Background: an optimization exercise with open tools, aiming at small area. Do not read the settings as production practice. The RTL was checked by simulation tests, not by an equivalence proof against the original design.

===== flow/design.v =====
module dwt_mul_array (
    input  [23:0] a,
    input  [11:0] b,
    input  [23:0] c,
    output [35:0] s
);
    wire [23:0] pp [0:11];
    genvar gi;
    generate for (gi = 0; gi < 12; gi = gi + 1) begin : g_pp
        assign pp[gi] = a & {24{b[gi]}};
    end endgenerate
    wire s1;
    wire k2;
    wire s3;
    wire k4;
    wire s5;
    wire k6;
    wire s7;
    wire k8;
    wire s9;
    wire k10;
    wire s11;
    wire k12;
    wire s13;
    wire k14;
    wire s15;
    wire k16;
    wire s17;
    wire k18;
    wire s19;
    wire k20;
    wire s21;
    wire k22;
    wire s23;
    wire k24;
    wire s25;
    wire k26;
    wire s27;
    wire k28;
    wire s29;
    wire k30;
    wire s31;
    wire k32;
    wire s33;
    wire k34;
    wire s35;
    wire k36;
    wire s37;
    wire k38;
    wire s39;
    wire k40;
    wire s41;
    wire k42;
    wire s43;
    wire k44;
    wire s45;
    wire k46;
    wire s47;
    wire k48;
    wire s49;
    wire k50;
    wire s51;
    wire k52;
    wire s53;
    wire k54;
    wire s55;
    wire k56;
    wire s57;
    wire k58;
    wire s59;
    wire k60;
    wire s61;
    wire k62;
    wire s63;
    wire k64;
    wire s65;
    wire k66;
    wire s67;
    wire k68;
    wire s69;
    wire k70;
    wire s71;
    wire k72;
    wire s73;
    wire k74;
    wire s75;
    wire k76;
    wire s77;
    wire k78;
    wire s79;
    wire k80;
    wire s81;
    wire k82;
    wire s83;
    wire k84;
    wire s85;
    wire k86;
    wire s87;
    wire k88;
    wire s89;
    wire k90;
    wire s91;
    wire k92;
    wire s93;
    wire k94;
    wire s95;
    wire k96;
    wire s97;
    wire k98;
    wire s99;
    wire k100;
    wire s101;
    wire k102;
    wire s103;
    wire k104;
    wire s105;
    wire k106;
    wire s107;
    wire k108;
    wire s109;
    wire k110;
    wire s111;
    wire k112;
    wire s113;
    wire k114;
    wire s115;
    wire k116;
    wire s117;
    wire k118;
    wire s119;
    wire k120;
    wire s121;
    wire k122;
    wire s123;
    wire k124;
    wire s125;
    wire k126;
    wire s127;
    wire k128;
    wire s129;
    wire k130;
    wire s131;
    wire k132;
    wire s133;
    wire k134;
    wire s135;
    wire k136;
    wire s137;
    wire k138;
    wire s139;
    wire k140;
    wire s141;
    wire k142;
    wire s143;
    wire k144;
    wire s145;
    wire k146;
    wire s147;
    wire k148;
    wire s149;
    wire k150;
    wire s151;
    wire k152;
    wire s153;
    wire k154;
    wire s155;
    wire k156;
    wire s157;
    wire k158;
    wire s159;
    wire k160;
    wire s161;
    wire k162;
    wire s163;
    wire k164;
    wire s165;
    wire k166;
    wire s167;
    wire k168;
    wire s169;
    wire k170;
    wire s171;
    wire k172;
    wire s173;
    wire k174;
    wire s175;
    wire k176;
    wire s177;
    wire k178;
    wire s179;
    wire k180;
    wire s181;
    wire k182;
    wire s183;
    wire k184;
    wire s185;
    wire k186;
    wire s187;
    wire k188;
    wire s189;
    wire k190;
    wire s191;
    wire k192;
    wire s193;
    wire k194;
    wire s195;
    wire k196;
    wire s197;
    wire k198;
    wire s199;
    wire k200;
    wire s201;
    wire k202;
    wire s203;
    wire k204;
    wire s205;
    wire k206;
    wire s207;
    wire k208;
    wire s209;
    wire k210;
    wire s211;
    wire k212;
    wire s213;
    wire k214;
    wire s215;
    wire k216;
    wire s217;
    wire k218;
    wire s219;
    wire k220;
    wire s221;
    wire k222;
    wire s223;
    wire k224;
    wire s225;
    wire k226;
    wire s227;
    wire k228;
    wire s229;
    wire k230;
    wire s231;
    wire k232;
    wire s233;
    wire k234;
    wire s235;
    wire k236;
    wire s237;
    wire k238;
    wire s239;
    wire k240;
    wire s241;
    wire k242;
    wire s243;
    wire k244;
    wire s245;
    wire k246;
    wire s247;
    wire k248;
    wire s249;
    wire k250;
    wire s251;
    wire k252;
    wire s253;
    wire k254;
    wire s255;
    wire k256;
    wire s257;
    wire k258;
    wire s259;
    wire k260;
    wire s261;
    wire k262;
    wire s263;
    wire k264;
    wire s265;
    wire k266;
    wire s267;
    wire k268;
    wire s269;
    wire k270;
    wire s271;
    wire k272;
    wire s273;
    wire k274;
    wire s275;
    wire k276;
    wire s277;
    wire k278;
    wire s279;
    wire k280;
    wire s281;
    wire k282;
    wire s283;
    wire k284;
    wire s285;
    wire k286;
    wire s287;
    wire k288;
    wire s289;
    wire k290;
    wire s291;
    wire k292;
    wire s293;
    wire k294;
    wire s295;
    wire k296;
    wire s297;
    wire k298;
    wire s299;
    wire k300;
    wire s301;
    wire k302;
    wire s303;
    wire k304;
    wire s305;
    wire k306;
    wire s307;
    wire k308;
    wire s309;
    wire k310;
    wire s311;
    wire k312;
    wire s313;
    wire k314;
    wire s315;
    wire k316;
    wire s317;
    wire k318;
    wire s319;
    wire k320;
    wire s321;
    wire k322;
    wire s323;
    wire k324;
    wire s325;
    wire k326;
    wire s327;
    wire k328;
    wire s329;
    wire k330;
    wire s331;
    wire k332;
    wire s333;
    wire k334;
    wire s335;
    wire k336;
    wire s337;
    wire k338;
    wire s339;
    wire k340;
    wire s341;
    wire k342;
    wire s343;
    wire k344;
    wire s345;
    wire k346;
    wire s347;
    wire k348;
    wire s349;
    wire k350;
    wire s351;
    wire k352;
    wire s353;
    wire k354;
    wire s355;
    wire k356;
    wire s357;
    wire k358;
    wire s359;
    wire k360;
    wire s361;
    wire k362;
    wire s363;
    wire k364;
    wire s365;
    wire k366;
    wire s367;
    wire k368;
    wire s369;
    wire k370;
    wire s371;
    wire k372;
    wire s373;
    wire k374;
    wire s375;
    wire k376;
    wire s377;
    wire k378;
    wire s379;
    wire k380;
    wire s381;
    wire k382;
    wire s383;
    wire k384;
    wire s385;
    wire k386;
    wire s387;
    wire k388;
    wire s389;
    wire k390;
    wire s391;
    wire k392;
    wire s393;
    wire k394;
    wire s395;
    wire k396;
    wire s397;
    wire k398;
    wire s399;
    wire k400;
    wire s401;
    wire k402;
    wire s403;
    wire k404;
    wire s405;
    wire k406;
    wire s407;
    wire k408;
    wire s409;
    wire k410;
    wire s411;
    wire k412;
    wire s413;
    wire k414;
    wire s415;
    wire k416;
    wire s417;
    wire k418;
    wire s419;
    wire k420;
    wire s421;
    wire k422;
    wire s423;
    wire k424;
    wire s425;
    wire k426;
    wire s427;
    wire k428;
    wire s429;
    wire k430;
    wire s431;
    wire k432;
    wire s433;
    wire k434;
    wire s435;
    wire k436;
    wire s437;
    wire k438;
    wire s439;
    wire k440;
    wire s441;
    wire k442;
    wire s443;
    wire k444;
    wire s445;
    wire k446;
    wire s447;
    wire k448;
    wire s449;
    wire k450;
    wire s451;
    wire k452;
    wire s453;
    wire k454;
    wire s455;
    wire k456;
    wire s457;
    wire k458;
    wire s459;
    wire k460;
    wire s461;
    wire k462;
    wire s463;
    wire k464;
    wire s465;
    wire k466;
    wire s467;
    wire k468;
    wire s469;
    wire k470;
    wire s471;
    wire k472;
    wire s473;
    wire k474;
    wire s475;
    wire k476;
    wire s477;
    wire k478;
    wire s479;
    wire k480;
    wire s481;
    wire k482;
    wire s483;
    wire k484;
    wire s485;
    wire k486;
    wire s487;
    wire k488;
    wire s489;
    wire k490;
    wire s491;
    wire k492;
    wire s493;
    wire k494;
    wire s495;
    wire k496;
    wire s497;
    wire k498;
    wire s499;
    wire k500;
    wire s501;
    wire k502;
    wire s503;
    wire k504;
    wire s505;
    wire k506;
    assign s1 = pp[0][8] ^ pp[1][7];
    assign k2 = pp[0][8] & pp[1][7];
    assign s3 = pp[0][9] ^ pp[1][8] ^ pp[2][7];
    assign k4 = (pp[0][9] & pp[1][8]) | (pp[0][9] & pp[2][7]) | (pp[1][8] & pp[2][7]);
    assign s5 = pp[3][6] ^ pp[4][5];
    assign k6 = pp[3][6] & pp[4][5];
    assign s7 = pp[0][10] ^ pp[1][9] ^ pp[2][8];
    assign k8 = (pp[0][10] & pp[1][9]) | (pp[0][10] & pp[2][8]) | (pp[1][9] & pp[2][8]);
    assign s9 = pp[3][7] ^ pp[4][6] ^ pp[5][5];
    assign k10 = (pp[3][7] & pp[4][6]) | (pp[3][7] & pp[5][5]) | (pp[4][6] & pp[5][5]);
    assign s11 = pp[6][4] ^ pp[7][3];
    assign k12 = pp[6][4] & pp[7][3];
    assign s13 = pp[0][11] ^ pp[1][10] ^ pp[2][9];
    assign k14 = (pp[0][11] & pp[1][10]) | (pp[0][11] & pp[2][9]) | (pp[1][10] & pp[2][9]);
    assign s15 = pp[3][8] ^ pp[4][7] ^ pp[5][6];
    assign k16 = (pp[3][8] & pp[4][7]) | (pp[3][8] & pp[5][6]) | (pp[4][7] & pp[5][6]);
    assign s17 = pp[6][5] ^ pp[7][4] ^ pp[8][3];
    assign k18 = (pp[6][5] & pp[7][4]) | (pp[6][5] & pp[8][3]) | (pp[7][4] & pp[8][3]);
    assign s19 = pp[9][2] ^ pp[10][1];
    assign k20 = pp[9][2] & pp[10][1];
    assign s21 = pp[0][12] ^ pp[1][11] ^ pp[2][10];
    assign k22 = (pp[0][12] & pp[1][11]) | (pp[0][12] & pp[2][10]) | (pp[1][11] & pp[2][10]);
    assign s23 = pp[3][9] ^ pp[4][8] ^ pp[5][7];
    assign k24 = (pp[3][9] & pp[4][8]) | (pp[3][9] & pp[5][7]) | (pp[4][8] & pp[5][7]);
    assign s25 = pp[6][6] ^ pp[7][5] ^ pp[8][4];
    assign k26 = (pp[6][6] & pp[7][5]) | (pp[6][6] & pp[8][4]) | (pp[7][5] & pp[8][4]);
    assign s27 = pp[9][3] ^ pp[10][2] ^ pp[11][1];
    assign k28 = (pp[9][3] & pp[10][2]) | (pp[9][3] & pp[11][1]) | (pp[10][2] & pp[11][1]);
    assign s29 = pp[0][13] ^ pp[1][12] ^ pp[2][11];
    assign k30 = (pp[0][13] & pp[1][12]) | (pp[0][13] & pp[2][11]) | (pp[1][12] & pp[2][11]);
    assign s31 = pp[3][10] ^ pp[4][9] ^ pp[5][8];
    assign k32 = (pp[3][10] & pp[4][9]) | (pp[3][10] & pp[5][8]) | (pp[4][9] & pp[5][8]);
    assign s33 = pp[6][7] ^ pp[7][6] ^ pp[8][5];
    assign k34 = (pp[6][7] & pp[7][6]) | (pp[6][7] & pp[8][5]) | (pp[7][6] & pp[8][5]);
    assign s35 = pp[9][4] ^ pp[10][3] ^ pp[11][2];
    assign k36 = (pp[9][4] & pp[10][3]) | (pp[9][4] & pp[11][2]) | (pp[10][3] & pp[11][2]);
    assign s37 = pp[0][14] ^ pp[1][13] ^ pp[2][12];
    assign k38 = (pp[0][14] & pp[1][13]) | (pp[0][14] & pp[2][12]) | (pp[1][13] & pp[2][12]);
    assign s39 = pp[3][11] ^ pp[4][10] ^ pp[5][9];
    assign k40 = (pp[3][11] & pp[4][10]) | (pp[3][11] & pp[5][9]) | (pp[4][10] & pp[5][9]);
    assign s41 = pp[6][8] ^ pp[7][7] ^ pp[8][6];
    assign k42 = (pp[6][8] & pp[7][7]) | (pp[6][8] & pp[8][6]) | (pp[7][7] & pp[8][6]);
    assign s43 = pp[9][5] ^ pp[10][4] ^ pp[11][3];
    assign k44 = (pp[9][5] & pp[10][4]) | (pp[9][5] & pp[11][3]) | (pp[10][4] & pp[11][3]);
    assign s45 = pp[0][15] ^ pp[1][14] ^ pp[2][13];
    assign k46 = (pp[0][15] & pp[1][14]) | (pp[0][15] & pp[2][13]) | (pp[1][14] & pp[2][13]);
    assign s47 = pp[3][12] ^ pp[4][11] ^ pp[5][10];
    assign k48 = (pp[3][12] & pp[4][11]) | (pp[3][12] & pp[5][10]) | (pp[4][11] & pp[5][10]);
    assign s49 = pp[6][9] ^ pp[7][8] ^ pp[8][7];
    assign k50 = (pp[6][9] & pp[7][8]) | (pp[6][9] & pp[8][7]) | (pp[7][8] & pp[8][7]);
    assign s51 = pp[9][6] ^ pp[10][5] ^ pp[11][4];
    assign k52 = (pp[9][6] & pp[10][5]) | (pp[9][6] & pp[11][4]) | (pp[10][5] & pp[11][4]);
    assign s53 = pp[0][16] ^ pp[1][15] ^ pp[2][14];
    assign k54 = (pp[0][16] & pp[1][15]) | (pp[0][16] & pp[2][14]) | (pp[1][15] & pp[2][14]);
    assign s55 = pp[3][13] ^ pp[4][12] ^ pp[5][11];
    assign k56 = (pp[3][13] & pp[4][12]) | (pp[3][13] & pp[5][11]) | (pp[4][12] & pp[5][11]);
    assign s57 = pp[6][10] ^ pp[7][9] ^ pp[8][8];
    assign k58 = (pp[6][10] & pp[7][9]) | (pp[6][10] & pp[8][8]) | (pp[7][9] & pp[8][8]);
    assign s59 = pp[9][7] ^ pp[10][6] ^ pp[11][5];
    assign k60 = (pp[9][7] & pp[10][6]) | (pp[9][7] & pp[11][5]) | (pp[10][6] & pp[11][5]);
    assign s61 = pp[0][17] ^ pp[1][16] ^ pp[2][15];
    assign k62 = (pp[0][17] & pp[1][16]) | (pp[0][17] & pp[2][15]) | (pp[1][16] & pp[2][15]);
    assign s63 = pp[3][14] ^ pp[4][13] ^ pp[5][12];
    assign k64 = (pp[3][14] & pp[4][13]) | (pp[3][14] & pp[5][12]) | (pp[4][13] & pp[5][12]);
    assign s65 = pp[6][11] ^ pp[7][10] ^ pp[8][9];
    assign k66 = (pp[6][11] & pp[7][10]) | (pp[6][11] & pp[8][9]) | (pp[7][10] & pp[8][9]);
    assign s67 = pp[9][8] ^ pp[10][7] ^ pp[11][6];
    assign k68 = (pp[9][8] & pp[10][7]) | (pp[9][8] & pp[11][6]) | (pp[10][7] & pp[11][6]);
    assign s69 = pp[0][18] ^ pp[1][17] ^ pp[2][16];
    assign k70 = (pp[0][18] & pp[1][17]) | (pp[0][18] & pp[2][16]) | (pp[1][17] & pp[2][16]);
    assign s71 = pp[3][15] ^ pp[4][14] ^ pp[5][13];
    assign k72 = (pp[3][15] & pp[4][14]) | (pp[3][15] & pp[5][13]) | (pp[4][14] & pp[5][13]);
    assign s73 = pp[6][12] ^ pp[7][11] ^ pp[8][10];
    assign k74 = (pp[6][12] & pp[7][11]) | (pp[6][12] & pp[8][10]) | (pp[7][11] & pp[8][10]);
    assign s75 = pp[9][9] ^ pp[10][8] ^ pp[11][7];
    assign k76 = (pp[9][9] & pp[10][8]) | (pp[9][9] & pp[11][7]) | (pp[10][8] & pp[11][7]);
    assign s77 = pp[0][19] ^ pp[1][18] ^ pp[2][17];
    assign k78 = (pp[0][19] & pp[1][18]) | (pp[0][19] & pp[2][17]) | (pp[1][18] & pp[2][17]);
    assign s79 = pp[3][16] ^ pp[4][15] ^ pp[5][14];
    assign k80 = (pp[3][16] & pp[4][15]) | (pp[3][16] & pp[5][14]) | (pp[4][15] & pp[5][14]);
    assign s81 = pp[6][13] ^ pp[7][12] ^ pp[8][11];
    assign k82 = (pp[6][13] & pp[7][12]) | (pp[6][13] & pp[8][11]) | (pp[7][12] & pp[8][11]);
    assign s83 = pp[9][10] ^ pp[10][9] ^ pp[11][8];
    assign k84 = (pp[9][10] & pp[10][9]) | (pp[9][10] & pp[11][8]) | (pp[10][9] & pp[11][8]);
    assign s85 = pp[0][20] ^ pp[1][19] ^ pp[2][18];
    assign k86 = (pp[0][20] & pp[1][19]) | (pp[0][20] & pp[2][18]) | (pp[1][19] & pp[2][18]);
    assign s87 = pp[3][17] ^ pp[4][16] ^ pp[5][15];
    assign k88 = (pp[3][17] & pp[4][16]) | (pp[3][17] & pp[5][15]) | (pp[4][16] & pp[5][15]);
    assign s89 = pp[6][14] ^ pp[7][13] ^ pp[8][12];
    assign k90 = (pp[6][14] & pp[7][13]) | (pp[6][14] & pp[8][12]) | (pp[7][13] & pp[8][12]);
    assign s91 = pp[9][11] ^ pp[10][10] ^ pp[11][9];
    assign k92 = (pp[9][11] & pp[10][10]) | (pp[9][11] & pp[11][9]) | (pp[10][10] & pp[11][9]);
    assign s93 = pp[0][21] ^ pp[1][20] ^ pp[2][19];
    assign k94 = (pp[0][21] & pp[1][20]) | (pp[0][21] & pp[2][19]) | (pp[1][20] & pp[2][19]);
    assign s95 = pp[3][18] ^ pp[4][17] ^ pp[5][16];
    assign k96 = (pp[3][18] & pp[4][17]) | (pp[3][18] & pp[5][16]) | (pp[4][17] & pp[5][16]);
    assign s97 = pp[6][15] ^ pp[7][14] ^ pp[8][13];
    assign k98 = (pp[6][15] & pp[7][14]) | (pp[6][15] & pp[8][13]) | (pp[7][14] & pp[8][13]);
    assign s99 = pp[9][12] ^ pp[10][11] ^ pp[11][10];
    assign k100 = (pp[9][12] & pp[10][11]) | (pp[9][12] & pp[11][10]) | (pp[10][11] & pp[11][10]);
    assign s101 = pp[0][22] ^ pp[1][21] ^ pp[2][20];
    assign k102 = (pp[0][22] & pp[1][21]) | (pp[0][22] & pp[2][20]) | (pp[1][21] & pp[2][20]);
    assign s103 = pp[3][19] ^ pp[4][18] ^ pp[5][17];
    assign k104 = (pp[3][19] & pp[4][18]) | (pp[3][19] & pp[5][17]) | (pp[4][18] & pp[5][17]);
    assign s105 = pp[6][16] ^ pp[7][15] ^ pp[8][14];
    assign k106 = (pp[6][16] & pp[7][15]) | (pp[6][16] & pp[8][14]) | (pp[7][15] & pp[8][14]);
    assign s107 = pp[9][13] ^ pp[10][12] ^ pp[11][11];
    assign k108 = (pp[9][13] & pp[10][12]) | (pp[9][13] & pp[11][11]) | (pp[10][12] & pp[11][11]);
    assign s109 = pp[0][23] ^ pp[1][22] ^ pp[2][21];
    assign k110 = (pp[0][23] & pp[1][22]) | (pp[0][23] & pp[2][21]) | (pp[1][22] & pp[2][21]);
    assign s111 = pp[3][20] ^ pp[4][19] ^ pp[5][18];
    assign k112 = (pp[3][20] & pp[4][19]) | (pp[3][20] & pp[5][18]) | (pp[4][19] & pp[5][18]);
    assign s113 = pp[6][17] ^ pp[7][16] ^ pp[8][15];
    assign k114 = (pp[6][17] & pp[7][16]) | (pp[6][17] & pp[8][15]) | (pp[7][16] & pp[8][15]);
    assign s115 = pp[9][14] ^ pp[10][13] ^ pp[11][12];
    assign k116 = (pp[9][14] & pp[10][13]) | (pp[9][14] & pp[11][12]) | (pp[10][13] & pp[11][12]);
    assign s117 = pp[1][23] ^ pp[2][22] ^ pp[3][21];
    assign k118 = (pp[1][23] & pp[2][22]) | (pp[1][23] & pp[3][21]) | (pp[2][22] & pp[3][21]);
    assign s119 = pp[4][20] ^ pp[5][19] ^ pp[6][18];
    assign k120 = (pp[4][20] & pp[5][19]) | (pp[4][20] & pp[6][18]) | (pp[5][19] & pp[6][18]);
    assign s121 = pp[7][17] ^ pp[8][16] ^ pp[9][15];
    assign k122 = (pp[7][17] & pp[8][16]) | (pp[7][17] & pp[9][15]) | (pp[8][16] & pp[9][15]);
    assign s123 = pp[2][23] ^ pp[3][22] ^ pp[4][21];
    assign k124 = (pp[2][23] & pp[3][22]) | (pp[2][23] & pp[4][21]) | (pp[3][22] & pp[4][21]);
    assign s125 = pp[5][20] ^ pp[6][19] ^ pp[7][18];
    assign k126 = (pp[5][20] & pp[6][19]) | (pp[5][20] & pp[7][18]) | (pp[6][19] & pp[7][18]);
    assign s127 = pp[3][23] ^ pp[4][22] ^ pp[5][21];
    assign k128 = (pp[3][23] & pp[4][22]) | (pp[3][23] & pp[5][21]) | (pp[4][22] & pp[5][21]);
    assign s129 = pp[0][5] ^ pp[1][4];
    assign k130 = pp[0][5] & pp[1][4];
    assign s131 = pp[0][6] ^ pp[1][5] ^ pp[2][4];
    assign k132 = (pp[0][6] & pp[1][5]) | (pp[0][6] & pp[2][4]) | (pp[1][5] & pp[2][4]);
    assign s133 = pp[3][3] ^ pp[4][2];
    assign k134 = pp[3][3] & pp[4][2];
    assign s135 = pp[0][7] ^ pp[1][6] ^ pp[2][5];
    assign k136 = (pp[0][7] & pp[1][6]) | (pp[0][7] & pp[2][5]) | (pp[1][6] & pp[2][5]);
    assign s137 = pp[3][4] ^ pp[4][3] ^ pp[5][2];
    assign k138 = (pp[3][4] & pp[4][3]) | (pp[3][4] & pp[5][2]) | (pp[4][3] & pp[5][2]);
    assign s139 = pp[6][1] ^ pp[7][0];
    assign k140 = pp[6][1] & pp[7][0];
    assign s141 = pp[2][6] ^ pp[3][5] ^ pp[4][4];
    assign k142 = (pp[2][6] & pp[3][5]) | (pp[2][6] & pp[4][4]) | (pp[3][5] & pp[4][4]);
    assign s143 = pp[5][3] ^ pp[6][2] ^ pp[7][1];
    assign k144 = (pp[5][3] & pp[6][2]) | (pp[5][3] & pp[7][1]) | (pp[6][2] & pp[7][1]);
    assign s145 = pp[8][0] ^ c[8] ^ s1;
    assign k146 = (pp[8][0] & c[8]) | (pp[8][0] & s1) | (c[8] & s1);
    assign s147 = pp[5][4] ^ pp[6][3] ^ pp[7][2];
    assign k148 = (pp[5][4] & pp[6][3]) | (pp[5][4] & pp[7][2]) | (pp[6][3] & pp[7][2]);
    assign s149 = pp[8][1] ^ pp[9][0] ^ c[9];
    assign k150 = (pp[8][1] & pp[9][0]) | (pp[8][1] & c[9]) | (pp[9][0] & c[9]);
    assign s151 = k2 ^ s3 ^ s5;
    assign k152 = (k2 & s3) | (k2 & s5) | (s3 & s5);
    assign s153 = pp[8][2] ^ pp[9][1] ^ pp[10][0];
    assign k154 = (pp[8][2] & pp[9][1]) | (pp[8][2] & pp[10][0]) | (pp[9][1] & pp[10][0]);
    assign s155 = c[10] ^ k4 ^ k6;
    assign k156 = (c[10] & k4) | (c[10] & k6) | (k4 & k6);
    assign s157 = s7 ^ s9 ^ s11;
    assign k158 = (s7 & s9) | (s7 & s11) | (s9 & s11);
    assign s159 = pp[11][0] ^ c[11] ^ k8;
    assign k160 = (pp[11][0] & c[11]) | (pp[11][0] & k8) | (c[11] & k8);
    assign s161 = k10 ^ k12 ^ s13;
    assign k162 = (k10 & k12) | (k10 & s13) | (k12 & s13);
    assign s163 = s15 ^ s17 ^ s19;
    assign k164 = (s15 & s17) | (s15 & s19) | (s17 & s19);
    assign s165 = c[12] ^ k14 ^ k16;
    assign k166 = (c[12] & k14) | (c[12] & k16) | (k14 & k16);
    assign s167 = k18 ^ k20 ^ s21;
    assign k168 = (k18 & k20) | (k18 & s21) | (k20 & s21);
    assign s169 = s23 ^ s25 ^ s27;
    assign k170 = (s23 & s25) | (s23 & s27) | (s25 & s27);
    assign s171 = c[13] ^ k22 ^ k24;
    assign k172 = (c[13] & k22) | (c[13] & k24) | (k22 & k24);
    assign s173 = k26 ^ k28 ^ s29;
    assign k174 = (k26 & k28) | (k26 & s29) | (k28 & s29);
    assign s175 = s31 ^ s33 ^ s35;
    assign k176 = (s31 & s33) | (s31 & s35) | (s33 & s35);
    assign s177 = c[14] ^ k30 ^ k32;
    assign k178 = (c[14] & k30) | (c[14] & k32) | (k30 & k32);
    assign s179 = k34 ^ k36 ^ s37;
    assign k180 = (k34 & k36) | (k34 & s37) | (k36 & s37);
    assign s181 = s39 ^ s41 ^ s43;
    assign k182 = (s39 & s41) | (s39 & s43) | (s41 & s43);
    assign s183 = c[15] ^ k38 ^ k40;
    assign k184 = (c[15] & k38) | (c[15] & k40) | (k38 & k40);
    assign s185 = k42 ^ k44 ^ s45;
    assign k186 = (k42 & k44) | (k42 & s45) | (k44 & s45);
    assign s187 = s47 ^ s49 ^ s51;
    assign k188 = (s47 & s49) | (s47 & s51) | (s49 & s51);
    assign s189 = c[16] ^ k46 ^ k48;
    assign k190 = (c[16] & k46) | (c[16] & k48) | (k46 & k48);
    assign s191 = k50 ^ k52 ^ s53;
    assign k192 = (k50 & k52) | (k50 & s53) | (k52 & s53);
    assign s193 = s55 ^ s57 ^ s59;
    assign k194 = (s55 & s57) | (s55 & s59) | (s57 & s59);
    assign s195 = c[17] ^ k54 ^ k56;
    assign k196 = (c[17] & k54) | (c[17] & k56) | (k54 & k56);
    assign s197 = k58 ^ k60 ^ s61;
    assign k198 = (k58 & k60) | (k58 & s61) | (k60 & s61);
    assign s199 = s63 ^ s65 ^ s67;
    assign k200 = (s63 & s65) | (s63 & s67) | (s65 & s67);
    assign s201 = c[18] ^ k62 ^ k64;
    assign k202 = (c[18] & k62) | (c[18] & k64) | (k62 & k64);
    assign s203 = k66 ^ k68 ^ s69;
    assign k204 = (k66 & k68) | (k66 & s69) | (k68 & s69);
    assign s205 = s71 ^ s73 ^ s75;
    assign k206 = (s71 & s73) | (s71 & s75) | (s73 & s75);
    assign s207 = c[19] ^ k70 ^ k72;
    assign k208 = (c[19] & k70) | (c[19] & k72) | (k70 & k72);
    assign s209 = k74 ^ k76 ^ s77;
    assign k210 = (k74 & k76) | (k74 & s77) | (k76 & s77);
    assign s211 = s79 ^ s81 ^ s83;
    assign k212 = (s79 & s81) | (s79 & s83) | (s81 & s83);
    assign s213 = c[20] ^ k78 ^ k80;
    assign k214 = (c[20] & k78) | (c[20] & k80) | (k78 & k80);
    assign s215 = k82 ^ k84 ^ s85;
    assign k216 = (k82 & k84) | (k82 & s85) | (k84 & s85);
    assign s217 = s87 ^ s89 ^ s91;
    assign k218 = (s87 & s89) | (s87 & s91) | (s89 & s91);
    assign s219 = c[21] ^ k86 ^ k88;
    assign k220 = (c[21] & k86) | (c[21] & k88) | (k86 & k88);
    assign s221 = k90 ^ k92 ^ s93;
    assign k222 = (k90 & k92) | (k90 & s93) | (k92 & s93);
    assign s223 = s95 ^ s97 ^ s99;
    assign k224 = (s95 & s97) | (s95 & s99) | (s97 & s99);
    assign s225 = c[22] ^ k94 ^ k96;
    assign k226 = (c[22] & k94) | (c[22] & k96) | (k94 & k96);
    assign s227 = k98 ^ k100 ^ s101;
    assign k228 = (k98 & k100) | (k98 & s101) | (k100 & s101);
    assign s229 = s103 ^ s105 ^ s107;
    assign k230 = (s103 & s105) | (s103 & s107) | (s105 & s107);
    assign s231 = c[23] ^ k102 ^ k104;
    assign k232 = (c[23] & k102) | (c[23] & k104) | (k102 & k104);
    assign s233 = k106 ^ k108 ^ s109;
    assign k234 = (k106 & k108) | (k106 & s109) | (k108 & s109);
    assign s235 = s111 ^ s113 ^ s115;
    assign k236 = (s111 & s113) | (s111 & s115) | (s113 & s115);
    assign s237 = pp[10][14] ^ pp[11][13] ^ k110;
    assign k238 = (pp[10][14] & pp[11][13]) | (pp[10][14] & k110) | (pp[11][13] & k110);
    assign s239 = k112 ^ k114 ^ k116;
    assign k240 = (k112 & k114) | (k112 & k116) | (k114 & k116);
    assign s241 = s117 ^ s119 ^ s121;
    assign k242 = (s117 & s119) | (s117 & s121) | (s119 & s121);
    assign s243 = pp[8][17] ^ pp[9][16] ^ pp[10][15];
    assign k244 = (pp[8][17] & pp[9][16]) | (pp[8][17] & pp[10][15]) | (pp[9][16] & pp[10][15]);
    assign s245 = pp[11][14] ^ k118 ^ k120;
    assign k246 = (pp[11][14] & k118) | (pp[11][14] & k120) | (k118 & k120);
    assign s247 = k122 ^ s123 ^ s125;
    assign k248 = (k122 & s123) | (k122 & s125) | (s123 & s125);
    assign s249 = pp[6][20] ^ pp[7][19] ^ pp[8][18];
    assign k250 = (pp[6][20] & pp[7][19]) | (pp[6][20] & pp[8][18]) | (pp[7][19] & pp[8][18]);
    assign s251 = pp[9][17] ^ pp[10][16] ^ pp[11][15];
    assign k252 = (pp[9][17] & pp[10][16]) | (pp[9][17] & pp[11][15]) | (pp[10][16] & pp[11][15]);
    assign s253 = k124 ^ k126 ^ s127;
    assign k254 = (k124 & k126) | (k124 & s127) | (k126 & s127);
    assign s255 = pp[4][23] ^ pp[5][22] ^ pp[6][21];
    assign k256 = (pp[4][23] & pp[5][22]) | (pp[4][23] & pp[6][21]) | (pp[5][22] & pp[6][21]);
    assign s257 = pp[7][20] ^ pp[8][19] ^ pp[9][18];
    assign k258 = (pp[7][20] & pp[8][19]) | (pp[7][20] & pp[9][18]) | (pp[8][19] & pp[9][18]);
    assign s259 = pp[10][17] ^ pp[11][16] ^ k128;
    assign k260 = (pp[10][17] & pp[11][16]) | (pp[10][17] & k128) | (pp[11][16] & k128);
    assign s261 = pp[5][23] ^ pp[6][22] ^ pp[7][21];
    assign k262 = (pp[5][23] & pp[6][22]) | (pp[5][23] & pp[7][21]) | (pp[6][22] & pp[7][21]);
    assign s263 = pp[8][20] ^ pp[9][19] ^ pp[10][18];
    assign k264 = (pp[8][20] & pp[9][19]) | (pp[8][20] & pp[10][18]) | (pp[9][19] & pp[10][18]);
    assign s265 = pp[6][23] ^ pp[7][22] ^ pp[8][21];
    assign k266 = (pp[6][23] & pp[7][22]) | (pp[6][23] & pp[8][21]) | (pp[7][22] & pp[8][21]);
    assign s267 = pp[0][3] ^ pp[1][2];
    assign k268 = pp[0][3] & pp[1][2];
    assign s269 = pp[0][4] ^ pp[1][3] ^ pp[2][2];
    assign k270 = (pp[0][4] & pp[1][3]) | (pp[0][4] & pp[2][2]) | (pp[1][3] & pp[2][2]);
    assign s271 = pp[3][1] ^ pp[4][0];
    assign k272 = pp[3][1] & pp[4][0];
    assign s273 = pp[2][3] ^ pp[3][2] ^ pp[4][1];
    assign k274 = (pp[2][3] & pp[3][2]) | (pp[2][3] & pp[4][1]) | (pp[3][2] & pp[4][1]);
    assign s275 = pp[5][0] ^ c[5] ^ s129;
    assign k276 = (pp[5][0] & c[5]) | (pp[5][0] & s129) | (c[5] & s129);
    assign s277 = pp[5][1] ^ pp[6][0] ^ c[6];
    assign k278 = (pp[5][1] & pp[6][0]) | (pp[5][1] & c[6]) | (pp[6][0] & c[6]);
    assign s279 = k130 ^ s131 ^ s133;
    assign k280 = (k130 & s131) | (k130 & s133) | (s131 & s133);
    assign s281 = c[7] ^ k132 ^ k134;
    assign k282 = (c[7] & k132) | (c[7] & k134) | (k132 & k134);
    assign s283 = s135 ^ s137 ^ s139;
    assign k284 = (s135 & s137) | (s135 & s139) | (s137 & s139);
    assign s285 = k136 ^ k138 ^ k140;
    assign k286 = (k136 & k138) | (k136 & k140) | (k138 & k140);
    assign s287 = s141 ^ s143 ^ s145;
    assign k288 = (s141 & s143) | (s141 & s145) | (s143 & s145);
    assign s289 = k142 ^ k144 ^ k146;
    assign k290 = (k142 & k144) | (k142 & k146) | (k144 & k146);
    assign s291 = s147 ^ s149 ^ s151;
    assign k292 = (s147 & s149) | (s147 & s151) | (s149 & s151);
    assign s293 = k148 ^ k150 ^ k152;
    assign k294 = (k148 & k150) | (k148 & k152) | (k150 & k152);
    assign s295 = s153 ^ s155 ^ s157;
    assign k296 = (s153 & s155) | (s153 & s157) | (s155 & s157);
    assign s297 = k154 ^ k156 ^ k158;
    assign k298 = (k154 & k156) | (k154 & k158) | (k156 & k158);
    assign s299 = s159 ^ s161 ^ s163;
    assign k300 = (s159 & s161) | (s159 & s163) | (s161 & s163);
    assign s301 = k160 ^ k162 ^ k164;
    assign k302 = (k160 & k162) | (k160 & k164) | (k162 & k164);
    assign s303 = s165 ^ s167 ^ s169;
    assign k304 = (s165 & s167) | (s165 & s169) | (s167 & s169);
    assign s305 = k166 ^ k168 ^ k170;
    assign k306 = (k166 & k168) | (k166 & k170) | (k168 & k170);
    assign s307 = s171 ^ s173 ^ s175;
    assign k308 = (s171 & s173) | (s171 & s175) | (s173 & s175);
    assign s309 = k172 ^ k174 ^ k176;
    assign k310 = (k172 & k174) | (k172 & k176) | (k174 & k176);
    assign s311 = s177 ^ s179 ^ s181;
    assign k312 = (s177 & s179) | (s177 & s181) | (s179 & s181);
    assign s313 = k178 ^ k180 ^ k182;
    assign k314 = (k178 & k180) | (k178 & k182) | (k180 & k182);
    assign s315 = s183 ^ s185 ^ s187;
    assign k316 = (s183 & s185) | (s183 & s187) | (s185 & s187);
    assign s317 = k184 ^ k186 ^ k188;
    assign k318 = (k184 & k186) | (k184 & k188) | (k186 & k188);
    assign s319 = s189 ^ s191 ^ s193;
    assign k320 = (s189 & s191) | (s189 & s193) | (s191 & s193);
    assign s321 = k190 ^ k192 ^ k194;
    assign k322 = (k190 & k192) | (k190 & k194) | (k192 & k194);
    assign s323 = s195 ^ s197 ^ s199;
    assign k324 = (s195 & s197) | (s195 & s199) | (s197 & s199);
    assign s325 = k196 ^ k198 ^ k200;
    assign k326 = (k196 & k198) | (k196 & k200) | (k198 & k200);
    assign s327 = s201 ^ s203 ^ s205;
    assign k328 = (s201 & s203) | (s201 & s205) | (s203 & s205);
    assign s329 = k202 ^ k204 ^ k206;
    assign k330 = (k202 & k204) | (k202 & k206) | (k204 & k206);
    assign s331 = s207 ^ s209 ^ s211;
    assign k332 = (s207 & s209) | (s207 & s211) | (s209 & s211);
    assign s333 = k208 ^ k210 ^ k212;
    assign k334 = (k208 & k210) | (k208 & k212) | (k210 & k212);
    assign s335 = s213 ^ s215 ^ s217;
    assign k336 = (s213 & s215) | (s213 & s217) | (s215 & s217);
    assign s337 = k214 ^ k216 ^ k218;
    assign k338 = (k214 & k216) | (k214 & k218) | (k216 & k218);
    assign s339 = s219 ^ s221 ^ s223;
    assign k340 = (s219 & s221) | (s219 & s223) | (s221 & s223);
    assign s341 = k220 ^ k222 ^ k224;
    assign k342 = (k220 & k222) | (k220 & k224) | (k222 & k224);
    assign s343 = s225 ^ s227 ^ s229;
    assign k344 = (s225 & s227) | (s225 & s229) | (s227 & s229);
    assign s345 = k226 ^ k228 ^ k230;
    assign k346 = (k226 & k228) | (k226 & k230) | (k228 & k230);
    assign s347 = s231 ^ s233 ^ s235;
    assign k348 = (s231 & s233) | (s231 & s235) | (s233 & s235);
    assign s349 = k232 ^ k234 ^ k236;
    assign k350 = (k232 & k234) | (k232 & k236) | (k234 & k236);
    assign s351 = s237 ^ s239 ^ s241;
    assign k352 = (s237 & s239) | (s237 & s241) | (s239 & s241);
    assign s353 = k238 ^ k240 ^ k242;
    assign k354 = (k238 & k240) | (k238 & k242) | (k240 & k242);
    assign s355 = s243 ^ s245 ^ s247;
    assign k356 = (s243 & s245) | (s243 & s247) | (s245 & s247);
    assign s357 = k244 ^ k246 ^ k248;
    assign k358 = (k244 & k246) | (k244 & k248) | (k246 & k248);
    assign s359 = s249 ^ s251 ^ s253;
    assign k360 = (s249 & s251) | (s249 & s253) | (s251 & s253);
    assign s361 = k250 ^ k252 ^ k254;
    assign k362 = (k250 & k252) | (k250 & k254) | (k252 & k254);
    assign s363 = s255 ^ s257 ^ s259;
    assign k364 = (s255 & s257) | (s255 & s259) | (s257 & s259);
    assign s365 = pp[11][17] ^ k256 ^ k258;
    assign k366 = (pp[11][17] & k256) | (pp[11][17] & k258) | (k256 & k258);
    assign s367 = k260 ^ s261 ^ s263;
    assign k368 = (k260 & s261) | (k260 & s263) | (s261 & s263);
    assign s369 = pp[9][20] ^ pp[10][19] ^ pp[11][18];
    assign k370 = (pp[9][20] & pp[10][19]) | (pp[9][20] & pp[11][18]) | (pp[10][19] & pp[11][18]);
    assign s371 = k262 ^ k264 ^ s265;
    assign k372 = (k262 & k264) | (k262 & s265) | (k264 & s265);
    assign s373 = pp[7][23] ^ pp[8][22] ^ pp[9][21];
    assign k374 = (pp[7][23] & pp[8][22]) | (pp[7][23] & pp[9][21]) | (pp[8][22] & pp[9][21]);
    assign s375 = pp[10][20] ^ pp[11][19] ^ k266;
    assign k376 = (pp[10][20] & pp[11][19]) | (pp[10][20] & k266) | (pp[11][19] & k266);
    assign s377 = pp[8][23] ^ pp[9][22] ^ pp[10][21];
    assign k378 = (pp[8][23] & pp[9][22]) | (pp[8][23] & pp[10][21]) | (pp[9][22] & pp[10][21]);
    assign s379 = pp[0][2] ^ pp[1][1];
    assign k380 = pp[0][2] & pp[1][1];
    assign s381 = pp[2][1] ^ pp[3][0] ^ c[3];
    assign k382 = (pp[2][1] & pp[3][0]) | (pp[2][1] & c[3]) | (pp[3][0] & c[3]);
    assign s383 = c[4] ^ k268 ^ s269;
    assign k384 = (c[4] & k268) | (c[4] & s269) | (k268 & s269);
    assign s385 = k270 ^ k272 ^ s273;
    assign k386 = (k270 & k272) | (k270 & s273) | (k272 & s273);
    assign s387 = k274 ^ k276 ^ s277;
    assign k388 = (k274 & k276) | (k274 & s277) | (k276 & s277);
    assign s389 = k278 ^ k280 ^ s281;
    assign k390 = (k278 & k280) | (k278 & s281) | (k280 & s281);
    assign s391 = k282 ^ k284 ^ s285;
    assign k392 = (k282 & k284) | (k282 & s285) | (k284 & s285);
    assign s393 = k286 ^ k288 ^ s289;
    assign k394 = (k286 & k288) | (k286 & s289) | (k288 & s289);
    assign s395 = k290 ^ k292 ^ s293;
    assign k396 = (k290 & k292) | (k290 & s293) | (k292 & s293);
    assign s397 = k294 ^ k296 ^ s297;
    assign k398 = (k294 & k296) | (k294 & s297) | (k296 & s297);
    assign s399 = k298 ^ k300 ^ s301;
    assign k400 = (k298 & k300) | (k298 & s301) | (k300 & s301);
    assign s401 = k302 ^ k304 ^ s305;
    assign k402 = (k302 & k304) | (k302 & s305) | (k304 & s305);
    assign s403 = k306 ^ k308 ^ s309;
    assign k404 = (k306 & k308) | (k306 & s309) | (k308 & s309);
    assign s405 = k310 ^ k312 ^ s313;
    assign k406 = (k310 & k312) | (k310 & s313) | (k312 & s313);
    assign s407 = k314 ^ k316 ^ s317;
    assign k408 = (k314 & k316) | (k314 & s317) | (k316 & s317);
    assign s409 = k318 ^ k320 ^ s321;
    assign k410 = (k318 & k320) | (k318 & s321) | (k320 & s321);
    assign s411 = k322 ^ k324 ^ s325;
    assign k412 = (k322 & k324) | (k322 & s325) | (k324 & s325);
    assign s413 = k326 ^ k328 ^ s329;
    assign k414 = (k326 & k328) | (k326 & s329) | (k328 & s329);
    assign s415 = k330 ^ k332 ^ s333;
    assign k416 = (k330 & k332) | (k330 & s333) | (k332 & s333);
    assign s417 = k334 ^ k336 ^ s337;
    assign k418 = (k334 & k336) | (k334 & s337) | (k336 & s337);
    assign s419 = k338 ^ k340 ^ s341;
    assign k420 = (k338 & k340) | (k338 & s341) | (k340 & s341);
    assign s421 = k342 ^ k344 ^ s345;
    assign k422 = (k342 & k344) | (k342 & s345) | (k344 & s345);
    assign s423 = k346 ^ k348 ^ s349;
    assign k424 = (k346 & k348) | (k346 & s349) | (k348 & s349);
    assign s425 = k350 ^ k352 ^ s353;
    assign k426 = (k350 & k352) | (k350 & s353) | (k352 & s353);
    assign s427 = k354 ^ k356 ^ s357;
    assign k428 = (k354 & k356) | (k354 & s357) | (k356 & s357);
    assign s429 = k358 ^ k360 ^ s361;
    assign k430 = (k358 & k360) | (k358 & s361) | (k360 & s361);
    assign s431 = k362 ^ k364 ^ s365;
    assign k432 = (k362 & k364) | (k362 & s365) | (k364 & s365);
    assign s433 = k366 ^ k368 ^ s369;
    assign k434 = (k366 & k368) | (k366 & s369) | (k368 & s369);
    assign s435 = k370 ^ k372 ^ s373;
    assign k436 = (k370 & k372) | (k370 & s373) | (k372 & s373);
    assign s437 = pp[11][20] ^ k374 ^ k376;
    assign k438 = (pp[11][20] & k374) | (pp[11][20] & k376) | (k374 & k376);
    assign s439 = pp[9][23] ^ pp[10][22] ^ pp[11][21];
    assign k440 = (pp[9][23] & pp[10][22]) | (pp[9][23] & pp[11][21]) | (pp[10][22] & pp[11][21]);
    assign s441 = pp[0][1] ^ pp[1][0];
    assign k442 = pp[0][1] & pp[1][0];
    assign s443 = pp[2][0] ^ c[2] ^ s379;
    assign k444 = (pp[2][0] & c[2]) | (pp[2][0] & s379) | (c[2] & s379);
    assign s445 = s267 ^ k380 ^ s381;
    assign k446 = (s267 & k380) | (s267 & s381) | (k380 & s381);
    assign s447 = s271 ^ k382 ^ s383;
    assign k448 = (s271 & k382) | (s271 & s383) | (k382 & s383);
    assign s449 = s275 ^ k384 ^ s385;
    assign k450 = (s275 & k384) | (s275 & s385) | (k384 & s385);
    assign s451 = s279 ^ k386 ^ s387;
    assign k452 = (s279 & k386) | (s279 & s387) | (k386 & s387);
    assign s453 = s283 ^ k388 ^ s389;
    assign k454 = (s283 & k388) | (s283 & s389) | (k388 & s389);
    assign s455 = s287 ^ k390 ^ s391;
    assign k456 = (s287 & k390) | (s287 & s391) | (k390 & s391);
    assign s457 = s291 ^ k392 ^ s393;
    assign k458 = (s291 & k392) | (s291 & s393) | (k392 & s393);
    assign s459 = s295 ^ k394 ^ s395;
    assign k460 = (s295 & k394) | (s295 & s395) | (k394 & s395);
    assign s461 = s299 ^ k396 ^ s397;
    assign k462 = (s299 & k396) | (s299 & s397) | (k396 & s397);
    assign s463 = s303 ^ k398 ^ s399;
    assign k464 = (s303 & k398) | (s303 & s399) | (k398 & s399);
    assign s465 = s307 ^ k400 ^ s401;
    assign k466 = (s307 & k400) | (s307 & s401) | (k400 & s401);
    assign s467 = s311 ^ k402 ^ s403;
    assign k468 = (s311 & k402) | (s311 & s403) | (k402 & s403);
    assign s469 = s315 ^ k404 ^ s405;
    assign k470 = (s315 & k404) | (s315 & s405) | (k404 & s405);
    assign s471 = s319 ^ k406 ^ s407;
    assign k472 = (s319 & k406) | (s319 & s407) | (k406 & s407);
    assign s473 = s323 ^ k408 ^ s409;
    assign k474 = (s323 & k408) | (s323 & s409) | (k408 & s409);
    assign s475 = s327 ^ k410 ^ s411;
    assign k476 = (s327 & k410) | (s327 & s411) | (k410 & s411);
    assign s477 = s331 ^ k412 ^ s413;
    assign k478 = (s331 & k412) | (s331 & s413) | (k412 & s413);
    assign s479 = s335 ^ k414 ^ s415;
    assign k480 = (s335 & k414) | (s335 & s415) | (k414 & s415);
    assign s481 = s339 ^ k416 ^ s417;
    assign k482 = (s339 & k416) | (s339 & s417) | (k416 & s417);
    assign s483 = s343 ^ k418 ^ s419;
    assign k484 = (s343 & k418) | (s343 & s419) | (k418 & s419);
    assign s485 = s347 ^ k420 ^ s421;
    assign k486 = (s347 & k420) | (s347 & s421) | (k420 & s421);
    assign s487 = s351 ^ k422 ^ s423;
    assign k488 = (s351 & k422) | (s351 & s423) | (k422 & s423);
    assign s489 = s355 ^ k424 ^ s425;
    assign k490 = (s355 & k424) | (s355 & s425) | (k424 & s425);
    assign s491 = s359 ^ k426 ^ s427;
    assign k492 = (s359 & k426) | (s359 & s427) | (k426 & s427);
    assign s493 = s363 ^ k428 ^ s429;
    assign k494 = (s363 & k428) | (s363 & s429) | (k428 & s429);
    assign s495 = s367 ^ k430 ^ s431;
    assign k496 = (s367 & k430) | (s367 & s431) | (k430 & s431);
    assign s497 = s371 ^ k432 ^ s433;
    assign k498 = (s371 & k432) | (s371 & s433) | (k432 & s433);
    assign s499 = s375 ^ k434 ^ s435;
    assign k500 = (s375 & k434) | (s375 & s435) | (k434 & s435);
    assign s501 = s377 ^ k436 ^ s437;
    assign k502 = (s377 & k436) | (s377 & s437) | (k436 & s437);
    assign s503 = k378 ^ k438 ^ s439;
    assign k504 = (k378 & k438) | (k378 & s439) | (k438 & s439);
    assign s505 = pp[10][23] ^ pp[11][22] ^ k440;
    assign k506 = (pp[10][23] & pp[11][22]) | (pp[10][23] & k440) | (pp[11][22] & k440);
    wire [35:0] x = {1'b0, pp[11][23], k504, k502, k500, k498, k496, k494, k492, k490, k488, k486, k484, k482, k480, k478, k476, k474, k472, k470, k468, k466, k464, k462, k460, k458, k456, k454, k452, k450, k448, k446, k444, k442, c[1], pp[0][0]};
    wire [35:0] y = {1'b0, k506, s505, s503, s501, s499, s497, s495, s493, s491, s489, s487, s485, s483, s481, s479, s477, s475, s473, s471, s469, s467, s465, s463, s461, s459, s457, s455, s453, s451, s449, s447, s445, s443, s441, c[0]};
    assign s = x + y;
endmodule
module dwt_fadd (
    input  [31:0] x,
    input  [31:0] y,
    output [31:0] z
);
    wire [7:0]  ex = x[30:23];
    wire [7:0]  ey = y[30:23];
    wire        e_lt = ex < ey;
    wire        e_eq = ex == ey;
    wire        m_lt = x[22:0] < y[22:0];
    wire        rev  = e_eq & m_lt;            
    wire        swap = e_lt | rev;             
    wire        exc  = (&ex) | (&ey);
    wire        sub  = x[31] ^ y[31];
    wire [7:0]  dxy  = ex - ey;
    wire [7:0]  dyx  = ey - ex;
    wire [7:0]  d    = e_lt ? dyx : dxy;
    wire [7:0]  ea   = e_lt ? ey : ex;
    wire [23:0] sx   = {|ex, x[22:0]};
    wire [23:0] sy   = {|ey, y[22:0]};
    wire [23:0] sa   = e_lt ? sy : sx;
    wire [23:0] sb   = e_lt ? sx : sy;
    wire [23:0] sbs  = sb >> d;
    wire [24:0] S = {1'b0, sa ^ {24{sub & rev}}} + {1'b0, sbs ^ {24{sub & ~rev}}} + {24'd0, sub};
    wire [30:0] radd = S[24] ? {ea + 8'd1, S[23:1]} : {ea, S[22:0]};
    wire [23:0] D = S[23:0];
    wire        sbz = rev ? ~(|sa) : ~(|sbs);
    reg  [4:0]  lz;
    integer i;
    always @* begin
        lz = 5'd24;
        for (i = 0; i < 24; i = i + 1)
            if (D[i]) lz = 5'd23 - i[4:0];
        if (sbz) lz = 5'd0;
    end
    wire [23:0] Dn = D << lz;
    wire [30:0] rsub = {ea - {3'd0, lz}, Dn[22:0]};
    assign z = exc ? 32'd0 : {swap ? y[31] : x[31], sub ? rsub : radd};
endmodule
module dwt_pe #(parameter DATA_WIDTH = 32)
(
    input clk,
    input rst,
    input[DATA_WIDTH-1:0] transform1,
    input[DATA_WIDTH-1:0] transform2,
    input[DATA_WIDTH-1:0] transform3,
    input[DATA_WIDTH-1:0] transform4,
    input[DATA_WIDTH-1:0] transform5,
    input[DATA_WIDTH-1:0] transform6,
    input[DATA_WIDTH-1:0] data_in1,
    input[DATA_WIDTH-1:0] data_in2,
    input[DATA_WIDTH-1:0] data_in3,
    input[DATA_WIDTH-1:0] data_in4,
    input[DATA_WIDTH-1:0] data_in5,
    input[DATA_WIDTH-1:0] data_in6,
    output reg [DATA_WIDTH-1:0] data_out
);
    reg [3:0] t;
    wire hi = t[0];
    wire [5:0] ks;
    assign ks[0] = (t[3:1] == 3'd0);
    assign ks[1] = (t[3:1] == 3'd1);
    assign ks[2] = (t[3:1] == 3'd2);
    assign ks[3] = (t[3:1] == 3'd3);
    assign ks[4] = (t[3:1] == 3'd4);
    assign ks[5] = (t[3:1] == 3'd5);
    wire [31:0] ta = (transform1 & {32{ks[0]}}) | (transform2 & {32{ks[1]}}) |
                     (transform3 & {32{ks[2]}}) | (transform4 & {32{ks[3]}}) |
                     (transform5 & {32{ks[4]}}) | (transform6 & {32{ks[5]}});
    wire [31:0] db = (data_in1 & {32{ks[0]}}) | (data_in2 & {32{ks[1]}}) |
                     (data_in3 & {32{ks[2]}}) | (data_in4 & {32{ks[3]}}) |
                     (data_in5 & {32{ks[4]}}) | (data_in6 & {32{ks[5]}});
    reg  [23:0] acc;      
    reg         stk;      
    reg         g1, g0;   
    reg  [8:0]  es;       
    reg         sg, ex;   
    wire [23:0] ma = {|ta[30:23], ta[22:0]};
    wire [23:0] mb = {|db[30:23], db[22:0]};
    wire [35:0] s;
    dwt_mul_array mul (
        .a(ma), .b(hi ? mb[23:12] : mb[11:0]), .c(acc & {24{hi}}), .s(s)
    );
    always @(posedge clk) begin
        acc <= s[35:12];
        stk <= hi ? (stk | (|s[9:0])) : (|s[11:0]);
        g1  <= s[11];
        g0  <= s[10];
        es  <= {1'b0, ta[30:23]} + {1'b0, db[30:23]} - 9'd127;
        sg  <= ta[31] ^ db[31];
        ex  <= (&ta[30:23]) | (&db[30:23]);
    end
    wire        norm  = acc[23];
    wire [22:0] mraw  = norm ? acc[22:0] : {acc[21:0], g1};
    wire        rnd   = (norm ? g1 : g0) & (stk | (norm & g0));
    wire [22:0] mant;
    wire [23:0] ic;
    assign ic[0] = rnd;
    genvar gi;
    generate for (gi = 0; gi < 23; gi = gi + 1) begin : g_inc
        assign mant[gi] = mraw[gi] ^ ic[gi];
        assign ic[gi+1] = mraw[gi] & ic[gi];
    end endgenerate
    wire        zero  = rnd ? (&mraw) : ~(|mraw);
    wire [8:0]  expo  = es + {8'd0, norm};
    wire [31:0] prod  = ex   ? 32'd0 :
                        zero ? {sg, 31'd0} :
                        expo[8] ? (expo[7] ? {sg, 31'd0} : {sg, 8'hff, 23'd0}) :
                        {sg, expo[7:0], mant};
    reg  [31:0] U, V, W;
    wire [31:0] sum;
    dwt_fadd add (.x(U), .y(V), .z(sum));
    always @(posedge clk) begin
        if (rst || t == 4'd11) t <= 4'd0;
        else t <= t + 4'd1;
        case (t)
            4'd2, 4'd6, 4'd10: U <= prod;
            4'd9:              U <= W;
            4'd1:              U <= sum;
            default: ;
        endcase
        case (t)
            4'd0, 4'd4, 4'd8:  V <= prod;
            4'd9:              V <= sum;
            4'd1:              V <= W;
            default: ;
        endcase
        if (t == 4'd5 || t == 4'd10) W <= sum;
        if (rst) data_out <= 32'd0;
        else if (t == 4'd2) data_out <= sum;
    end
endmodule

===== flow/constraint.sdc =====
create_clock -name core_clock -period 10.0 [get_ports {clk}]
set_input_delay 2.0000 -clock core_clock [delete_from_list [all_inputs] [get_ports {clk}]]
set_output_delay 2.0000 -clock core_clock [all_outputs]
set_load 0.01 [all_outputs]

===== flow/config.mk =====
export PLATFORM = sky130hd
export DESIGN_NAME = dwt_pe
export DESIGN_NICKNAME = dwt_pe
export VERILOG_FILES = /design/flow/design.v
export SDC_FILE = /design/flow/constraint.sdc
export NUM_CORES = 4
export LEC_CHECK = 0
export CAP_MARGIN = 20
export CORE_MARGIN = 2
export CORE_UTILIZATION = 40
export PLACE_DENSITY = 0.6
export SLEW_MARGIN = 20

===== flow/run.sh =====
#!/bin/bash
# synth_recipe.tcl (not shown) runs the flow's synth.tcl, then flattens the netlist and writes it again
# the make line also repeats each setting of config.mk as NAME=value (left out here)
make -C /OpenROAD-flow-scripts/flow DESIGN_CONFIG=/design/flow/config.mk WORK_HOME=/design/flow/orfs CLKGATE_MAP_FILE= SYNTH_SCRIPT=/design/flow/synth_recipe.tcl finish

==> results.sh <==
export IMPL_synth_seq_area_share_pct=16.0
export IMPL_synthXorXnorAreaFrac_pct=3.91
export IMPL_dpl_hpwl_mm=82.6
export IMPL_holdPathEnd="data_out[19]$_SDFFE_PP0P_"
export IMPL_cts_tree="built"
export IMPL_post_route_period_util_pct=94.3
export IMPL_synth_area_um2=27300
export IMPL_fp_dieH_um=265
export IMPL_fin_skew_ns=0.0160
export IMPL_nFillCells=6555
export IMPL_r2r_start="U[23]$_DFFE_PP_"
export IMPL_die_w_um=265
export IMPL_crit_path_start="U[23]$_DFFE_PP_"
export IMPL_arrival_ns=9.64
export IMPL_startpoint_type="register"
export IMPL_grt_usage_pct=28.9
export IMPL_avgSynthCellArea_um2=8.44
export IMPL_cpMostUsedCell="ha_1"
export IMPL_row_count=95
export IMPL_max_cap_viol_count=0
export IMPL_drt_iter0_drc=2529
export IMPL_clock_path_buffers=2
export IMPL_synth_simple_area_share_pct=18.4
export IMPL_routed_wl_mm=102
export IMPL_nNetsFinal=4387
export IMPL_overflow=0
export IMPL_synth_compound_area_share_pct=21.0
export IMPL_clk_insertion_delay_late_ns=0.45
export IMPL_vias=26500
export IMPL_async_reset_ff_share_pct=0
export IMPL_hold_path_class="register to register"
export IMPL_hp_start="data_out[19]$_SDFFE_PP0P_"
export IMPL_hold_viol_final=0
export IMPL_synth_warnings=3
export IMPL_cpMaxStageDelayCell="nor2_4"
export IMPL_postCtsSetupRepairBufs=0
export IMPL_dieArea_um2=70300
export IMPL_grt_pass1_wl_mm=159
export IMPL_area_growth_pct=22.7
export IMPL_yosys_mux_area_fraction_pct=7.93
export IMPL_worst_pin_slew_ns=0.913
export IMPL_post_drt_wl_per_cell_um=22.8
export IMPL_cpPeakStageDelay_ns=0.54
export IMPL_antenna_cells=0
export IMPL_slew_headroom_pct=39.2
export IMPL_vias_per_cell=5.92
export IMPL_synthAdderAreaFrac_pct=25.5
export IMPL_cts_root_buf="clkbuf_16"
export IMPL_reg2regPathDepth=36
export IMPL_htreeDepth=4
export IMPL_cts_buffers=17
export IMPL_dp_cells=4448
export IMPL_placed_area_um2=32800
export IMPL_timing_final_ws_setup_ns=0.574
export IMPL_synth_top_family_by_area="adder cells"
export IMPL_ant_nets=0
export IMPL_drive_above_1_share_pct=8.40
export IMPL_post_cts_resized=0
export IMPL_min_path_cells=2
export IMPL_dp_worst_setup_slack_ns=0.274
export IMPL_dr_pass1_iters=6
export IMPL_required_ns=10.21
export IMPL_grt_pass1_vias=26700
export IMPL_crit_path_end_kind="register"
export IMPL_cp_max_fo=21
export IMPL_clk_pin_slew_ns=0.08
export IMPL_run_status="complete, no violations"
export IMPL_r2r_slack_ns=0.57
export IMPL_ctsHoldBuffers=0
export IMPL_yosysUniqueCellTypes=103
export IMPL_grt_max_degree=68
export IMPL_grt_setup_unrepaired="false"
export IMPL_stdcell_count=4481
export IMPL_syn_num_nets=4024
export IMPL_max_freq_mhz=106
export IMPL_setup_viol=0
export IMPL_place_port_buffers=417
export IMPL_io_pins=418
export IMPL_synth_ff_latch_count=170
export IMPL_post_route_min_period_ns=9.43
export IMPL_synth_edf_count=96
export IMPL_clock_sinks=170
export IMPL_criticalPathCategory="register to register"
export IMPL_antenna_found_initial=0
export IMPL_tns_ns=0
export IMPL_start_util_pct=40.5
export IMPL_drcViolationCount=0
export IMPL_syn_inst=3232
export IMPL_synth_ff_type="edfxtp_1"
export IMPL_reg2reg_to="U[30]$_DFFE_PP_"
export IMPL_slew_violations=0
export IMPL_coreArea_um2=67300
export IMPL_routabilityCongestion=0.975
export IMPL_fin_area_um2=33500
cells in the final DEF (no fill, tap or decap), types with 17 or more instances in the layout:
cell,synthesis,routed
edfxtp_1,96,96
a22oi_1,141,141
nand2b_1,23,23
mux2_2,37,37
buf_4,5,125
nand3_1,94,94
a221oi_1,33,32
a221o_1,43,43
xor2_1,38,37
a211oi_1,28,28
o21ai_1,30,31
mux2i_1,111,111
nand2_1,359,359
clkdlybuf4s50_1,0,417
and3_1,41,40
o21ai_0,109,107
nor3_1,54,49
o211ai_1,22,22
fa_1,248,248
xnor2_1,78,78
and2_1,80,80
clkbuf_16,0,17
nand4_1,32,32
a21o_1,27,27
o21a_1,25,25
dfxtp_1,74,71
inv_1,297,297
a21oi_1,176,173
mux4_2,27,27
ha_1,158,158
or3_1,20,20
nor2_1,219,214
nor4_1,35,35
nor2b_1,41,41
cell usage after synthesis, types with 41 or more instances:
library cell | number | share of area, %
dfxtp_1 | 74 | 5.4
and3_1 | 41 | 0.94
fa_1 | 248 | 18
a22oi_1 | 141 | 3.9
nor2_1 | 219 | 3.0
ha_1 | 158 | 7.3
nand2_1 | 359 | 4.9
mux2i_1 | 111 | 4.1
o21ai_0 | 109 | 2.0
a221o_1 | 43 | 1.6
a21oi_1 | 176 | 3.2
edfxtp_1 | 96 | 11
nor3_1 | 54 | 0.99
xnor2_1 | 78 | 2.5
inv_1 | 297 | 4.1
nand3_1 | 94 | 1.7
and2_1 | 80 | 1.8
nor2b_1 | 41 | 0.94
clkbuf_1 | 141 | 1.9
state kept, by name, indices dropped and copies added (netlist names):
| signal | flops |
|---|---|
| U | 32 |
| V | 32 |
| W | 32 |
| acc | 24 |
| data_out | 32 |
| es | 9 |
| ex | 1 |
| g0 | 1 |
| g1 | 1 |
| sg | 1 |
| stk | 1 |
| t | 4 |
logic make-up after synthesis:
logic type      count (synthesis)
simple gates                 1046
compound gates                813
buf+inv                       501
fa+ha+maj                     406
mux                           177
flops                         170
xor+xnor                      119
area by class of cell:
class	instances	area, um2	area share, %
clock buffer	17	425	1.27
clock inverter	15	214	0.640
inverter	301	1130	3.38
multi-input combinational	2561	21100	62.9
sequential	170	4370	13.1
tap	873	1090	3.27
timing repair buffer	544	5160	15.4
worst max-delay path by stage:
stage / to / slack [ns] / cells past startpoint
3_3_place_gp: acc[21]$_DFF_P_ / 0.43 / 30
6_report: U[30]$_DFFE_PP_ / 0.57 / 36
3_5_place_dp: acc[21]$_DFF_P_ / 0.27 / 28
2_1_floorplan: U[30]$_DFFE_PP_ / 1.09 / 38
5_1_grt: U[30]$_DFFE_PP_ / 0.03 / 36
4_1_cts: acc[21]$_DFF_P_ / 0.74 / 28
worst max-delay path, delay by kind of cell, from the launching register on:
kind | cells | cell delay [ns]
AO/OA/AOI/OAI | 15 | 3.70
XOR/XNOR | 2 | 0.47
adder cells (fa/ha/maj) | 4 | 0.95
buffers and inverters | 3 | 0.79
flip-flops | 1 | 0.48
multiplexers | 2 | 0.51
AND/OR/NAND/NOR | 10 | 2.27
through the flow:
stage / hold slack [ns] / utilization [%]
finish: 0.451 / 49.7
global route: 0.476 / 49.7
CTS: 0.454 / 49.7
detailed placement: 0.444 / 48.7
global placement: 0.444 / 48.7
floorplan: 0.474 / -
routing by layer:
layer,track usage [%],vias to the layer above,part of all wire (%)
li1,-,12300,-
met1,38.4,12900,42
met2,49.0,1137,48
met3,3.59,176,6.6
met4,9.13,0,3.3
met5,0,-,0

port drivers added, routing unchanged:
Ports are ideal in the flow. The routed layout listed here was re-timed in OpenROAD.
Step 1 (the two cells are an assumption about what drives the block):
set clk [get_ports {clk}]
set_driving_cell -lib_cell sky130_fd_sc_hd__clkbuf_16 $clk
set_driving_cell -lib_cell sky130_fd_sc_hd__buf_2 [delete_from_list [all_inputs] $clk]
Step 2 times the ports against the registers' clock, not the clock port: input delays grow and output delays shrink by t, the midpoint of the rising clock arrivals with the driver on.
Three values: ideal ports, drivers, drivers and shift; two values: the first two.
t (ns): 0.495
slack for setup (ns): 0.574 / 0.574 / 0.246
clock arrival spread, ns: 0.017 / 0.017
cell pins on the clock port's net: 1
After both steps this run still meets setup and hold. The setup slack of this run moves by 0.000 ns with the drivers and by -0.328 ns with both steps.
